Context: an optimization exercise on an open-source flow, tuned for small area and a short achievable clock period. The choices shown serve that exercise and are no tape-out recipe. Function not checked in this run: the RTL went through the layout flow alone. Power and IR drop assume default switching activity.

[flow/flow/run.sh]
#!/bin/bash
# Layout flow: the standard ORFS flow (standard.sh, unchanged synthesis),
# with two layout settings changed:
#  - ports are buffered with the smallest buffer (repair_timing upsizes the
#    ones on critical paths) instead of the delay cell buffer_ports picks;
#  - clock tree synthesis without dummy loads.
# Each tool's output is in this folder's orfs/logs; the make output is in
# flow.log.
set -euo pipefail
export BUFFER_PORTS_ARGS="-buffer_cell sky130_fd_sc_hd__buf_1"
export CTS_ARGS="-sink_clustering_enable -repair_clock_nets -dont_use_dummy_load -buf_list {sky130_fd_sc_hd__clkbuf_8}"
bash standard.sh finish > flow.log 2>&1
[flow/standard.sh]
#!/bin/bash
# synth_recipe.tcl (not shown) runs the flow's synth.tcl, then flattens the netlist and writes it again
# the make line also repeats each setting of config.mk as NAME=value (left out here)
make -C /OpenROAD-flow-scripts/flow DESIGN_CONFIG=/design/flow/config.mk WORK_HOME=/design/flow/orfs CLKGATE_MAP_FILE= SYNTH_SCRIPT=/design/flow/synth_recipe.tcl "${@:-finish}"
[flow/config.mk]
export PLATFORM = sky130hd
export DESIGN_NAME = fir_filter
export DESIGN_NICKNAME = fir_filter
export VERILOG_FILES = /design/flow/design.v
export SDC_FILE = /design/flow/constraint.sdc
export NUM_CORES = 4
export LEC_CHECK = 0
export CAP_MARGIN = 20
export CORE_MARGIN = 2
export CORE_UTILIZATION = 65
export SETUP_SLACK_MARGIN = 3.5
export SLEW_MARGIN = 20
export SYNTH_HIERARCHICAL = 1
[flow/constraint.sdc]
create_clock -name core_clock -period 11.0 [get_ports {clk}]
set_input_delay 2.2000 -clock core_clock [delete_from_list [all_inputs] [get_ports {clk}]]
set_output_delay 2.2000 -clock core_clock [all_outputs]
set_load 0.01 [all_outputs]
[flow/design.v]
module fir_filter (
    data_in, data_out, clk, rst
);
    output [17:0] data_out;
    input  [7:0]  data_in;
    input         clk, rst;
    wire [7:0] d = data_in;
    reg  [7:0]  x1n;
    reg  [7:0]  x2;
    reg  [7:0]  x3n;
    reg  [7:0]  x4;
    reg  [7:0]  x5n;
    reg  [7:0]  x6;
    reg  [7:0]  x7;
    reg  [17:0] s;
    wire p1, p2;
    ha u_p1 (.a(x2[0]), .b(x4[0]), .s(p1), .co(p2));
    wire p3, p4;
    fa u_p3 (.a(x2[1]), .b(x4[1]), .c(x6[1]), .s(p3), .co(p4));
    wire p5, p6;
    fa u_p5 (.a(x2[2]), .b(x4[2]), .c(x6[2]), .s(p5), .co(p6));
    wire p7, p8;
    fa u_p7 (.a(x2[3]), .b(x4[3]), .c(x6[3]), .s(p7), .co(p8));
    wire p9, p10;
    fa u_p9 (.a(x2[4]), .b(x4[4]), .c(x6[4]), .s(p9), .co(p10));
    wire p11, p12;
    fa u_p11 (.a(x2[5]), .b(x4[5]), .c(x6[5]), .s(p11), .co(p12));
    wire p13, p14;
    fa u_p13 (.a(x2[6]), .b(x4[6]), .c(x6[6]), .s(p13), .co(p14));
    wire p15, p16;
    fa u_p15 (.a(x2[7]), .b(x4[7]), .c(x6[7]), .s(p15), .co(p16));
    wire p17, p18;
    ha u_p17 (.a(x6[0]), .b(x7[0]), .s(p17), .co(p18));
    wire p19, p20;
    fa u_p19 (.a(x7[1]), .b(p2), .c(p3), .s(p19), .co(p20));
    wire p21, p22;
    fa u_p21 (.a(x7[2]), .b(p5), .c(p4), .s(p21), .co(p22));
    wire p23, p24;
    fa u_p23 (.a(x7[3]), .b(p7), .c(p6), .s(p23), .co(p24));
    wire p25, p26;
    fa u_p25 (.a(x7[4]), .b(p9), .c(p8), .s(p25), .co(p26));
    wire p27, p28;
    fa u_p27 (.a(x7[5]), .b(p11), .c(p10), .s(p27), .co(p28));
    wire p29, p30;
    fa u_p29 (.a(x7[6]), .b(p13), .c(p12), .s(p29), .co(p30));
    wire p31, p32;
    fa u_p31 (.a(x7[7]), .b(p15), .c(p14), .s(p31), .co(p32));
    wire p33, p34;
    ha u_p33 (.a(p1), .b(p17), .s(p33), .co(p34));
    wire p35, p36;
    fa u_p35 (.a(p18), .b(p19), .c(d[1]), .s(p35), .co(p36));
    wire p37, p38;
    fa u_p37 (.a(p21), .b(p20), .c(d[2]), .s(p37), .co(p38));
    wire p39, p40;
    fa u_p39 (.a(p23), .b(p22), .c(d[3]), .s(p39), .co(p40));
    wire p41, p42;
    fa u_p41 (.a(p25), .b(p24), .c(d[4]), .s(p41), .co(p42));
    wire p43, p44;
    fa u_p43 (.a(p27), .b(p26), .c(d[5]), .s(p43), .co(p44));
    wire p45, p46;
    fa u_p45 (.a(p29), .b(p28), .c(d[6]), .s(p45), .co(p46));
    wire p47, p48;
    fa u_p47 (.a(p31), .b(p30), .c(d[7]), .s(p47), .co(p48));
    wire p49, p50;
    ha u_p49 (.a(p16), .b(p32), .s(p49), .co(p50));
    wire Prs1, Prc1;
    ha u_Pr1 (.a(p33), .b(d[0]), .s(Prs1), .co(Prc1));
    wire Prs2, Prc2;
    fa u_Pr2 (.a(p34), .b(p35), .c(Prc1), .s(Prs2), .co(Prc2));
    wire Prs3, Prc3;
    fa u_Pr3 (.a(p37), .b(p36), .c(Prc2), .s(Prs3), .co(Prc3));
    wire Prs4, Prc4;
    fa u_Pr4 (.a(p39), .b(p38), .c(Prc3), .s(Prs4), .co(Prc4));
    wire Prs5, Prc5;
    fa u_Pr5 (.a(p41), .b(p40), .c(Prc4), .s(Prs5), .co(Prc5));
    wire Prs6, Prc6;
    ha u_Pr6 (.a(p43), .b(p42), .s(Prs6), .co(Prc6));
    wire Prs7, Prc7;
    fa u_Pr7 (.a(p45), .b(p44), .c(Prc6), .s(Prs7), .co(Prc7));
    wire Prs8, Prc8;
    fa u_Pr8 (.a(p47), .b(p46), .c(Prc7), .s(Prs8), .co(Prc8));
    wire Prs9, Prc9;
    fa u_Pr9 (.a(p49), .b(p48), .c(Prc8), .s(Prs9), .co(Prc9));
    wire Prs10, Prc10;
    ha u_Pr10 (.a(p50), .b(Prc9), .s(Prs10), .co(Prc10));
    wire [10:0] P = {Prc10, Prs10, Prs9, Prs8, Prs7, Prs6, Prs5, Prs4, Prs3, Prs2, Prs1};
    wire P_c5 = Prc5;    
    wire t1 = ~(x7[4]);
    wire t2 = ~(x7[5] ^ x7[4]);
    wire t3 = x7[5] | x7[4];
    wire t4 = ~(x7[6] ^ x7[5]);
    wire t5 = x7[6] | x7[5];
    wire t6, t7;
    ha u_t6 (.a(~x3n[0]), .b(x7[7]), .s(t6), .co(t7));
    wire t8 = ~(~x3n[1] ^ x7[7]);
    wire t9 = ~x3n[1] | x7[7];
    wire t10, t11;
    ha u_t10 (.a(x7[3]), .b(x7[2]), .s(t10), .co(t11));
    wire t12, t13;
    fa u_t12 (.a(x7[3]), .b(x3n[5]), .c(t1), .s(t12), .co(t13));
    wire t14, t15;
    ha u_t14 (.a(P[1]), .b(~P[5]), .s(t14), .co(t15));
    wire t16, t17;
    fa u_t16 (.a(x7[4]), .b(x3n[6]), .c(t2), .s(t16), .co(t17));
    wire t18, t19;
    fa u_t18 (.a(P[0]), .b(P[2]), .c(~P[6]), .s(t18), .co(t19));
    wire t20, t21;
    fa u_t20 (.a(x3n[7]), .b(t4), .c(t3), .s(t20), .co(t21));
    wire t22, t23;
    fa u_t22 (.a(P[1]), .b(P[3]), .c(~P[7]), .s(t22), .co(t23));
    wire t24, t25;
    fa u_t24 (.a(x7[6]), .b(t6), .c(t5), .s(t24), .co(t25));
    wire t26, t27;
    fa u_t26 (.a(P[2]), .b(P[4]), .c(~P[8]), .s(t26), .co(t27));
    wire t28, t29;
    fa u_t28 (.a(t7), .b(t8), .c(P[3]), .s(t28), .co(t29));
    wire t30, t31;
    fa u_t30 (.a(P[5]), .b(P_c5), .c(~P[9]), .s(t30), .co(t31));
    wire t32 = ~(~x3n[2] ^ t9);
    wire t33 = ~x3n[2] | t9;
    wire t34, t35;
    fa u_t34 (.a(P[4]), .b(P[6]), .c(~P[10]), .s(t34), .co(t35));
    wire t36, t37;
    fa u_t36 (.a(~x3n[3]), .b(P[5]), .c(P[7]), .s(t36), .co(t37));
    wire t38 = ~(~x3n[4]);
    wire t39 = ~(~x3n[5]);
    wire t40 = ~(~x3n[6]);
    wire t41 = ~(x7[0]);
    wire t42, t43;
    fa u_t42 (.a(x7[1]), .b(x7[0]), .c(x3n[2]), .s(t42), .co(t43));
    wire t44, t45;
    fa u_t44 (.a(x7[2]), .b(x7[1]), .c(x3n[3]), .s(t44), .co(t45));
    wire t46, t47;
    fa u_t46 (.a(x3n[4]), .b(t10), .c(P[0]), .s(t46), .co(t47));
    wire t48, t49;
    fa u_t48 (.a(t11), .b(t12), .c(~P_c5), .s(t48), .co(t49));
    wire t50, t51;
    fa u_t50 (.a(t13), .b(t16), .c(t15), .s(t50), .co(t51));
    wire t52, t53;
    fa u_t52 (.a(t20), .b(t17), .c(t22), .s(t52), .co(t53));
    wire t54, t55;
    fa u_t54 (.a(t24), .b(t21), .c(t26), .s(t54), .co(t55));
    wire t56, t57;
    fa u_t56 (.a(t25), .b(t28), .c(t30), .s(t56), .co(t57));
    wire t58, t59;
    fa u_t58 (.a(t32), .b(t29), .c(t34), .s(t58), .co(t59));
    wire t60, t61;
    fa u_t60 (.a(t33), .b(P_c5), .c(t36), .s(t60), .co(t61));
    wire t62, t63;
    fa u_t62 (.a(t38), .b(P[6]), .c(P[8]), .s(t62), .co(t63));
    wire t64, t65;
    fa u_t64 (.a(~x3n[4]), .b(t39), .c(P[7]), .s(t64), .co(t65));
    wire t66, t67;
    fa u_t66 (.a(~x3n[5]), .b(t40), .c(P[8]), .s(t66), .co(t67));
    wire t68 = ~(~x3n[7] ^ ~x3n[6]);
    wire t69 = ~x3n[7] | ~x3n[6];
    wire t70, t71;
    ha u_t70 (.a(x3n[1]), .b(t41), .s(t70), .co(t71));
    wire t72, t73;
    fa u_t72 (.a(x7[0]), .b(t42), .c(~P[2]), .s(t72), .co(t73));
    wire t74, t75;
    fa u_t74 (.a(t44), .b(t43), .c(~P[3]), .s(t74), .co(t75));
    wire t76, t77;
    fa u_t76 (.a(t45), .b(~P[4]), .c(t46), .s(t76), .co(t77));
    wire t78, t79;
    fa u_t78 (.a(t14), .b(t47), .c(t48), .s(t78), .co(t79));
    wire t80, t81;
    fa u_t80 (.a(t18), .b(t49), .c(t50), .s(t80), .co(t81));
    wire t82, t83;
    fa u_t82 (.a(t19), .b(t51), .c(t52), .s(t82), .co(t83));
    wire t84, t85;
    fa u_t84 (.a(t23), .b(t54), .c(t53), .s(t84), .co(t85));
    wire t86, t87;
    fa u_t86 (.a(t27), .b(t56), .c(t55), .s(t86), .co(t87));
    wire t88, t89;
    fa u_t88 (.a(t31), .b(t58), .c(t57), .s(t88), .co(t89));
    wire t90, t91;
    fa u_t90 (.a(t35), .b(t60), .c(t59), .s(t90), .co(t91));
    wire t92, t93;
    fa u_t92 (.a(t37), .b(t62), .c(t61), .s(t92), .co(t93));
    wire t94, t95;
    fa u_t94 (.a(P[9]), .b(t64), .c(t63), .s(t94), .co(t95));
    wire t96, t97;
    fa u_t96 (.a(P[10]), .b(t66), .c(t65), .s(t96), .co(t97));
    wire t98, t99;
    fa u_t98 (.a(t68), .b(P[9]), .c(t67), .s(t98), .co(t99));
    wire t100 = ~(t69 ^ P[10]);
    wire t101 = t69 | P[10];
    wire Srs1, Src1;
    ha u_Sr1 (.a(x3n[0]), .b(~P[0]), .s(Srs1), .co(Src1));
    wire Srs2, Src2;
    fa u_Sr2 (.a(t70), .b(~P[1]), .c(Src1), .s(Srs2), .co(Src2));
    wire Srs3, Src3;
    fa u_Sr3 (.a(t71), .b(t72), .c(Src2), .s(Srs3), .co(Src3));
    wire Srs4, Src4;
    fa u_Sr4 (.a(t74), .b(t73), .c(Src3), .s(Srs4), .co(Src4));
    wire Srs5, Src5;
    fa u_Sr5 (.a(t75), .b(t76), .c(Src4), .s(Srs5), .co(Src5));
    wire Srs6, Src6;
    fa u_Sr6 (.a(t77), .b(t78), .c(Src5), .s(Srs6), .co(Src6));
    wire Srs7, Src7;
    fa u_Sr7 (.a(t79), .b(t80), .c(Src6), .s(Srs7), .co(Src7));
    wire Srs8, Src8;
    fa u_Sr8 (.a(t81), .b(t82), .c(Src7), .s(Srs8), .co(Src8));
    wire Srs9, Src9;
    fa u_Sr9 (.a(t84), .b(t83), .c(Src8), .s(Srs9), .co(Src9));
    wire Srs10, Src10;
    fa u_Sr10 (.a(t86), .b(t85), .c(Src9), .s(Srs10), .co(Src10));
    wire Srs11, Src11;
    ha u_Sr11 (.a(t88), .b(t87), .s(Srs11), .co(Src11));
    wire Srs12, Src12;
    fa u_Sr12 (.a(t90), .b(t89), .c(Src11), .s(Srs12), .co(Src12));
    wire Srs13, Src13;
    fa u_Sr13 (.a(t92), .b(t91), .c(Src12), .s(Srs13), .co(Src13));
    wire Srs14, Src14;
    fa u_Sr14 (.a(t94), .b(t93), .c(Src13), .s(Srs14), .co(Src14));
    wire Srs15, Src15;
    ha u_Sr15 (.a(t96), .b(t95), .s(Srs15), .co(Src15));
    wire Srs16, Src16;
    fa u_Sr16 (.a(t98), .b(t97), .c(Src15), .s(Srs16), .co(Src16));
    wire Srs17, Src17;
    fa u_Sr17 (.a(t100), .b(t99), .c(Src16), .s(Srs17), .co(Src17));
    wire Srs18, Src18;
    fa u_Sr18 (.a(1'b1), .b(t101), .c(Src17), .s(Srs18), .co(Src18));
    wire [17:0] s_next = {Srs18, Srs17, Srs16, Srs15, Srs14, Srs13, Srs12, Srs11, Srs10, Srs9, Srs8, Srs7, Srs6, Srs5, Srs4, Srs3, Srs2, Srs1};
    reg  sc10;    
    wire sc10_next = Src10;
    reg  sc14;    
    wire sc14_next = Src14;
    wire o1, o2;
    ha u_o1 (.a(s[6]), .b(d[6]), .s(o1), .co(o2));
    wire o3, o4;
    fa u_o3 (.a(s[7]), .b(d[7]), .c(d[5]), .s(o3), .co(o4));
    wire o5, o6;
    ha u_o5 (.a(s[8]), .b(d[6]), .s(o5), .co(o6));
    wire o7, o8;
    ha u_o7 (.a(s[9]), .b(d[7]), .s(o7), .co(o8));
    wire o9, o10;
    ha u_o9 (.a(s[10]), .b(sc10), .s(o9), .co(o10));
    wire o11, o12;
    ha u_o11 (.a(s[4]), .b(d[4]), .s(o11), .co(o12));
    wire o13, o14;
    fa u_o13 (.a(s[5]), .b(d[5]), .c(d[3]), .s(o13), .co(o14));
    wire o15, o16;
    fa u_o15 (.a(d[4]), .b(d[2]), .c(d[0]), .s(o15), .co(o16));
    wire o17, o18;
    fa u_o17 (.a(d[3]), .b(d[1]), .c(o2), .s(o17), .co(o18));
    wire o19, o20;
    fa u_o19 (.a(d[4]), .b(d[2]), .c(o5), .s(o19), .co(o20));
    wire o21, o22;
    fa u_o21 (.a(d[5]), .b(d[3]), .c(o7), .s(o21), .co(o22));
    wire o23, o24;
    fa u_o23 (.a(o9), .b(d[6]), .c(d[4]), .s(o23), .co(o24));
    wire o25, o26;
    fa u_o25 (.a(s[11]), .b(o10), .c(d[7]), .s(o25), .co(o26));
    wire o27, o28;
    ha u_o27 (.a(s[2]), .b(d[2]), .s(o27), .co(o28));
    wire o29, o30;
    fa u_o29 (.a(s[3]), .b(d[3]), .c(d[1]), .s(o29), .co(o30));
    wire o31, o32;
    fa u_o31 (.a(d[2]), .b(d[0]), .c(o11), .s(o31), .co(o32));
    wire o33, o34;
    fa u_o33 (.a(d[1]), .b(o12), .c(o13), .s(o33), .co(o34));
    wire o35, o36;
    fa u_o35 (.a(o1), .b(o15), .c(o14), .s(o35), .co(o36));
    wire o37, o38;
    fa u_o37 (.a(o3), .b(o16), .c(o17), .s(o37), .co(o38));
    wire o39, o40;
    fa u_o39 (.a(o4), .b(o19), .c(o18), .s(o39), .co(o40));
    wire o41, o42;
    fa u_o41 (.a(o6), .b(o21), .c(o20), .s(o41), .co(o42));
    wire o43, o44;
    fa u_o43 (.a(o8), .b(o23), .c(o22), .s(o43), .co(o44));
    wire o45, o46;
    fa u_o45 (.a(d[5]), .b(o25), .c(o24), .s(o45), .co(o46));
    wire o47, o48;
    fa u_o47 (.a(s[12]), .b(d[6]), .c(o26), .s(o47), .co(o48));
    wire o49, o50;
    ha u_o49 (.a(s[13]), .b(d[7]), .s(o49), .co(o50));
    wire o51, o52;
    ha u_o51 (.a(s[14]), .b(sc14), .s(o51), .co(o52));
    wire yc_p0, yc_g0;
    ha u_yc_h0 (.a(s[0]), .b(d[0]), .s(yc_p0), .co(yc_g0));
    wire yc_p1, yc_g1;
    ha u_yc_h1 (.a(s[1]), .b(d[1]), .s(yc_p1), .co(yc_g1));
    wire yc_p2, yc_g2;
    ha u_yc_h2 (.a(d[0]), .b(o27), .s(yc_p2), .co(yc_g2));
    wire yc_p3, yc_g3;
    ha u_yc_h3 (.a(o28), .b(o29), .s(yc_p3), .co(yc_g3));
    wire yc_p4, yc_g4;
    ha u_yc_h4 (.a(o30), .b(o31), .s(yc_p4), .co(yc_g4));
    wire yc_p5, yc_g5;
    ha u_yc_h5 (.a(o32), .b(o33), .s(yc_p5), .co(yc_g5));
    wire yc_p6, yc_g6;
    ha u_yc_h6 (.a(o35), .b(o34), .s(yc_p6), .co(yc_g6));
    wire yc_p7, yc_g7;
    ha u_yc_h7 (.a(o36), .b(o37), .s(yc_p7), .co(yc_g7));
    wire yc_p8, yc_g8;
    ha u_yc_h8 (.a(o39), .b(o38), .s(yc_p8), .co(yc_g8));
    wire yc_p9, yc_g9;
    ha u_yc_h9 (.a(o41), .b(o40), .s(yc_p9), .co(yc_g9));
    wire yc_p10, yc_g10;
    ha u_yc_h10 (.a(o43), .b(o42), .s(yc_p10), .co(yc_g10));
    wire yc_p11, yc_g11;
    ha u_yc_h11 (.a(o45), .b(o44), .s(yc_p11), .co(yc_g11));
    wire yc_p12, yc_g12;
    ha u_yc_h12 (.a(o47), .b(o46), .s(yc_p12), .co(yc_g12));
    wire yc_p13, yc_g13;
    ha u_yc_h13 (.a(o49), .b(o48), .s(yc_p13), .co(yc_g13));
    wire yc_p14, yc_g14;
    ha u_yc_h14 (.a(o51), .b(o50), .s(yc_p14), .co(yc_g14));
    wire yc_p15, yc_g15;
    ha u_yc_h15 (.a(s[15]), .b(o52), .s(yc_p15), .co(yc_g15));
    wire yc_G1 = yc_g1 | (yc_p1 & yc_g0);
    wire yc_G2 = yc_g3 | (yc_p3 & yc_g2);
    wire yc_P2 = yc_p3 & yc_p2;
    wire yc_G3 = yc_g5 | (yc_p5 & yc_g4);
    wire yc_P3 = yc_p5 & yc_p4;
    wire yc_G4 = yc_g7 | (yc_p7 & yc_g6);
    wire yc_P4 = yc_p7 & yc_p6;
    wire yc_G5 = yc_g9 | (yc_p9 & yc_g8);
    wire yc_P5 = yc_p9 & yc_p8;
    wire yc_G6 = yc_g11 | (yc_p11 & yc_g10);
    wire yc_P6 = yc_p11 & yc_p10;
    wire yc_G7 = yc_g13 | (yc_p13 & yc_g12);
    wire yc_P7 = yc_p13 & yc_p12;
    wire yc_G8 = yc_g15 | (yc_p15 & yc_g14);
    wire yc_P8 = yc_p15 & yc_p14;
    wire yc_P9 = s[17] & s[16];
    wire yc_G10 = yc_g2 | (yc_p2 & yc_G1);
    wire yc_G11 = yc_G2 | (yc_P2 & yc_G1);
    wire yc_G12 = yc_g6 | (yc_p6 & yc_G3);
    wire yc_P12 = yc_p6 & yc_P3;
    wire yc_G13 = yc_G4 | (yc_P4 & yc_G3);
    wire yc_P13 = yc_P4 & yc_P3;
    wire yc_G14 = yc_g10 | (yc_p10 & yc_G5);
    wire yc_P14 = yc_p10 & yc_P5;
    wire yc_G15 = yc_G6 | (yc_P6 & yc_G5);
    wire yc_P15 = yc_P6 & yc_P5;
    wire yc_G16 = yc_g14 | (yc_p14 & yc_G7);
    wire yc_P16 = yc_p14 & yc_P7;
    wire yc_G17 = yc_G8 | (yc_P8 & yc_G7);
    wire yc_P17 = yc_P8 & yc_P7;
    wire yc_G18 = yc_g4 | (yc_p4 & yc_G11);
    wire yc_G19 = yc_G3 | (yc_P3 & yc_G11);
    wire yc_G20 = yc_G12 | (yc_P12 & yc_G11);
    wire yc_G21 = yc_G13 | (yc_P13 & yc_G11);
    wire yc_G22 = yc_g12 | (yc_p12 & yc_G15);
    wire yc_P22 = yc_p12 & yc_P15;
    wire yc_G23 = yc_G7 | (yc_P7 & yc_G15);
    wire yc_P23 = yc_P7 & yc_P15;
    wire yc_G24 = yc_G16 | (yc_P16 & yc_G15);
    wire yc_P24 = yc_P16 & yc_P15;
    wire yc_G25 = yc_G17 | (yc_P17 & yc_G15);
    wire yc_P25 = yc_P17 & yc_P15;
    wire yc_G26 = yc_g8 | (yc_p8 & yc_G21);
    wire yc_G27 = yc_G5 | (yc_P5 & yc_G21);
    wire yc_G28 = yc_G14 | (yc_P14 & yc_G21);
    wire yc_G29 = yc_G15 | (yc_P15 & yc_G21);
    wire yc_G30 = yc_G22 | (yc_P22 & yc_G21);
    wire yc_G31 = yc_G23 | (yc_P23 & yc_G21);
    wire yc_G32 = yc_G24 | (yc_P24 & yc_G21);
    wire yc_G33 = yc_G25 | (yc_P25 & yc_G21);
    wire yc_G34 = s[16] & yc_G33;
    wire yc_G35 = yc_P9 & yc_G33;
    wire yc_s1 = yc_p1 ^ yc_g0;
    wire yc_s2 = yc_p2 ^ yc_G1;
    wire yc_s3 = yc_p3 ^ yc_G10;
    wire yc_s4 = yc_p4 ^ yc_G11;
    wire yc_s5 = yc_p5 ^ yc_G18;
    wire yc_s6 = yc_p6 ^ yc_G19;
    wire yc_s7 = yc_p7 ^ yc_G20;
    wire yc_s8 = yc_p8 ^ yc_G21;
    wire yc_s9 = yc_p9 ^ yc_G26;
    wire yc_s10 = yc_p10 ^ yc_G27;
    wire yc_s11 = yc_p11 ^ yc_G28;
    wire yc_s12 = yc_p12 ^ yc_G29;
    wire yc_s13 = yc_p13 ^ yc_G30;
    wire yc_s14 = yc_p14 ^ yc_G31;
    wire yc_s15 = yc_p15 ^ yc_G32;
    wire yc_s16 = s[16] ^ yc_G33;
    wire yc_s17 = s[17] ^ yc_G34;
    assign data_out = {yc_s17, yc_s16, yc_s15, yc_s14, yc_s13, yc_s12, yc_s11, yc_s10, yc_s9, yc_s8, yc_s7, yc_s6, yc_s5, yc_s4, yc_s3, yc_s2, yc_s1, yc_p0};
    wire rst_n = ~rst;
    wire [7:0] x1n_d;
    nand2v u_x1n (.a(d), .b({8{rst_n}}), .y(x1n_d));
    wire [7:0] x2_d;
    nor2v u_x2 (.a(x1n), .b({8{rst}}), .y(x2_d));
    wire [7:0] x3n_d;
    nand2v u_x3n (.a(x2), .b({8{rst_n}}), .y(x3n_d));
    wire [7:0] x4_d;
    nor2v u_x4 (.a(x3n), .b({8{rst}}), .y(x4_d));
    wire [7:0] x5n_d;
    nand2v u_x5n (.a(x4), .b({8{rst_n}}), .y(x5n_d));
    wire [7:0] x6_d;
    nor2v u_x6 (.a(x5n), .b({8{rst}}), .y(x6_d));
    wire [7:0] x7_d = rst ? 8'h00 : x6;
    always @(posedge clk) begin
        x1n <= x1n_d;
        x2 <= x2_d;
        x3n <= x3n_d;
        x4 <= x4_d;
        x5n <= x5n_d;
        x6 <= x6_d;
        x7 <= x7_d;
        s <= rst ? 18'd0 : s_next;
        sc10 <= rst ? 1'b0 : sc10_next;
        sc14 <= rst ? 1'b0 : sc14_next;
    end
endmodule
module fa (input a, input b, input c, output s, output co);
    assign s = a ^ b ^ c;
    assign co = (a & b) | (a & c) | (b & c);
endmodule
module ha (input a, input b, output s, output co);
    assign s = a ^ b;
    assign co = a & b;
endmodule
module nand2v (input [7:0] a, input [7:0] b, output [7:0] y);
    assign y = ~(a & b);
endmodule
module nor2v (input [7:0] a, input [7:0] b, output [7:0] y);
    assign y = ~(a | b);
endmodule
==> run notes <==
* Min Hold Slack at 341 ps
* Vias per inst at 5.28
* Cts bufs inserted at 9
* DP Wirelength at 6830 um
* Post-route DRC at 0
* Avg Synthesized Cell Area at 12.5 um2
* Main combinational cell family by area after synthesis: adder cells
* Combinational power share at 65.7%
* Most frequent cells after synthesis: fa_1 (99), dfxtp_1 (76), ha_1 (49)
* VDD IR max at 0.000244 V
* Syn_nets at 568
* Arrival time worst endpoint at 5220 ps
* WL final at 8440 um
* Share of layout cells above drive strength 1 at 11.1%
* Total GRT Usage at 22.5%
* Clock Sinks at 76
* Leak Pwr at 2.50 nW
* Clock buffer depth at 2
* Crit path kind: in -> out
* Worst slew margin at 43.1%
* Synthesized flop and latch total at 76
* Die X at 92.7 um
* Number of synthesized flops with an enable pin at 0
* Met3 usage at 3.82%
* Synth Area in Compound Gates at 3.18%
* Cell Area, Synth at 0.00511 mm2
* Hold Crit Class: reg -> reg
* DR pass1 iterations at 4
* Setup TNS at 0 ps
* CP Launch Type: primary input
* Design area at 0.00551 mm2
* Sequential area share after synthesis at 29.8%
* Worst Skew at 27.2 ps
* H-tree depth at 3
* Final Hold Viols at 0
* Count leader, synth: fa_1
* CTS tree: built
* Post-synthesis adder-cell area fraction at 50.8%
* Critical Path Fanout Max at 6
* CP required at 8800 ps
* # placed instances at 518
* Via count at 2825
* Pin count of the biggest net entering global routing at 54
* DIE AREA at 0.00859 mm2
* Vias in the first global route at 3041
* Fin crit period at 7420 ps
* Final setup vio count at 0
* NetSw at 0.578 mW
* # IOs at 28
* Die height at 92.7 um
* Worst setup EP type: output port
* Power, Total at 1.40 mW
* Final worst slack at 3580 ps
* Area post-placement at 0.00520 mm2
* Post-synthesis async set-or-reset flop share at 0%
* Simple-gate portion of the synthesized area at 8.71%
* Initial Util at 66.5%
* PD cells at 254 mW/mm2
* Fmax at 0.135 GHz
* PortBufs at 27
* Worst slack, placed at 2910 ps
* Core area at 0.00769 mm2
* Final Util at 71.7%
* YS warnings at 7
* Most used DFF post-synth: dfxtp_1
* GR Overflow Total at 0
* Initial antenna violation count at 0
* Avg WL per Cell at 15.8 um
* Clock share of power at 11.2%
* Layout area overhead at 7.78%
* Clk root buf: clkbuf_8
* Status: finished clean
* Sequential Power Share at 23.2%
* Synth top area share at 38.8%
* Final Instance Count excl. Fillers at 535
* Fin nets at 593
* Largest area contributor in the netlist: fa_1
* GPL Wtd Cong at 0.851
* First-pass GRT wire length at 14600 um
* Worst slew pin tran at 852 ps
* Max_cap viols at 0
* CTS Hold Bufs at 0
* Antenna Diode Count at 0
* Yosys cell types at 31
* Mapped Cells at 410
* Sw Share at 41.3%
* Number of placement rows at 32
* Pint at 0.821 mW
* Main area contributors after synthesis: fa_1 (39%), dfxtp_1 (30%), ha_1 (12%), nor2b_1 (3.5%), buf_4 (2.6%)
* M1 GR Usage at 31.0%
* DRC marker count from the first detailed-route iteration at 63
* Final Cycle Share at 67.5%
* Unrepaired setup endpoints after global routing: true
* Grt peak-use layer: met2
* Final slew viol count at 0
* Clk slew on worst S/H paths at 80 ps
* GR Layer Usage met2 at 38.1%
* Clk Latency, worst-skew pair at 330 ps
* Final ANT Viol Nets at 0
* Post-synthesis mux area share at 0%
* Synth Area in XOR/XNOR at 2.06%
## critical path: stages
cell and delay, ps:
buf_8 120, ha_4 210, fa_1 550, fa_1 450, ha_4 310, nand4_1 100
a211oi_2 300, nor2_2 90, o31a_1 260, o21bai_1 160, ha_2 190, xor2_1 120
buf_2 140
## logic make-up after synthesis
kind of cell,after synthesis
other cells,1
buf+inv,56
simple gates,94
xor+xnor,12
flops,76
fa+ha+maj,148
compound gates,23
## power by group through the flow
stage / Clock, mW / Combinational (mW) / Sequential (mW)
detailed placement: 0 / 0.855 / 0.330
CTS: 0.164 / 0.890 / 0.324
floorplan: 0 / 0.811 / 0.326
finish: 0.156 / 0.919 / 0.324
global route: 0.173 / 1.05 / 0.328
global placement: 0 / 0.839 / 0.330
## Yosys stat by module (local to each module, per instance)
module      flip-flops and latches  cell area (um2)  cells inside
fir_filter                      76             2470           225
nor2v                            0             30.0             8
fa                               0             20.0             1
nand2v                           0             30.0             8
ha                               0             12.5             1
## cell type report
class	instances	area, um2
Tap cell	102	128
Fill cell	572	2180
Sequential cell	76	1520
Inverter	35	131
Timing Repair Buffer	35	214
Clock buffer	9	124
Multi-Input combinational cell	278	3390
## metal layers
layer / routed length (um) / part of all wire (%) / vias up
met2: 4470 / 53 / 38
met4: 69 / 0.82 / 0
met3: 217 / 2.6 / 6
li1: - / - / 1319
met1: 3690 / 44 / 1462
met5: 0 / 0 / -
## placed cells by master (no fill, tap or decap), drive strengths merged
master   n
and3     2
o211ai   1
conb     1
or2      1
a22o     1
nand2   28
clkbuf  14
a211oi   1
nor2    29
nand3    1
buf     30
or3      1
nand4    3
o31ai    1
dfxtp   76
inv     35
o21bai   3
fa      99
o21ai    3
a221oi   1
a21oi    6
a31oi    1
xor2     5
ha      49
nor2b   29
a21o     3
o31a     1
xnor2    7
a31o     1
## path summary, 6_finish.rpt
check                           startpoint            to  slack [ps]  cells after the start
worst max-delay path            data_in[6]  data_out[17]        3580                     13
worst min-delay path                x1n[4]         x2[4]         340                      1
worst max register to register       x2[1]         s[13]        4230                     16
worst min register to register      x1n[4]         x2[4]         340                      1
## sequential cells by signal, indices dropped and copies added, names as in the netlist
name / cells
x2: 8
s: 18
x6: 8
x4: 8
x5n: 8
x1n: 8
sc14: 1
x3n: 8
sc10: 1
x7: 8
## what timing repair did
item                       CTS  global route
setup buffers                2             5
setup endpoints to repair   13             7
pin swaps                    3            11
gates resized for setup     17            13
gates cloned                 0             0

==> what the ideal ports hide <==
The flow's constraints put no driver on any port. The routed layout listed below was extracted and timed again, unchanged, in two steps.
Step 1 (the two cells are an assumption about what drives the block):
set clk [get_ports {clk}]
set_driving_cell -lib_cell sky130_fd_sc_hd__clkbuf_16 $clk
set_driving_cell -lib_cell sky130_fd_sc_hd__buf_2 [delete_from_list [all_inputs] $clk]
Step 2 also shifts input and output timing later by t, the mid clock arrival at the registers, as if the neighbouring blocks saw the same clock.
Three values: no drivers, after step 1, after step 2; two values: the first two.
t (ns): 0.345
slack for setup (ns): 3.575 / 3.537 / 3.286
clock arrival spread, ns: 0.027 / 0.027
After both steps setup and hold are still met in this run. The setup slack of this run moves by -0.038 ns with the drivers and by -0.289 ns with both steps.
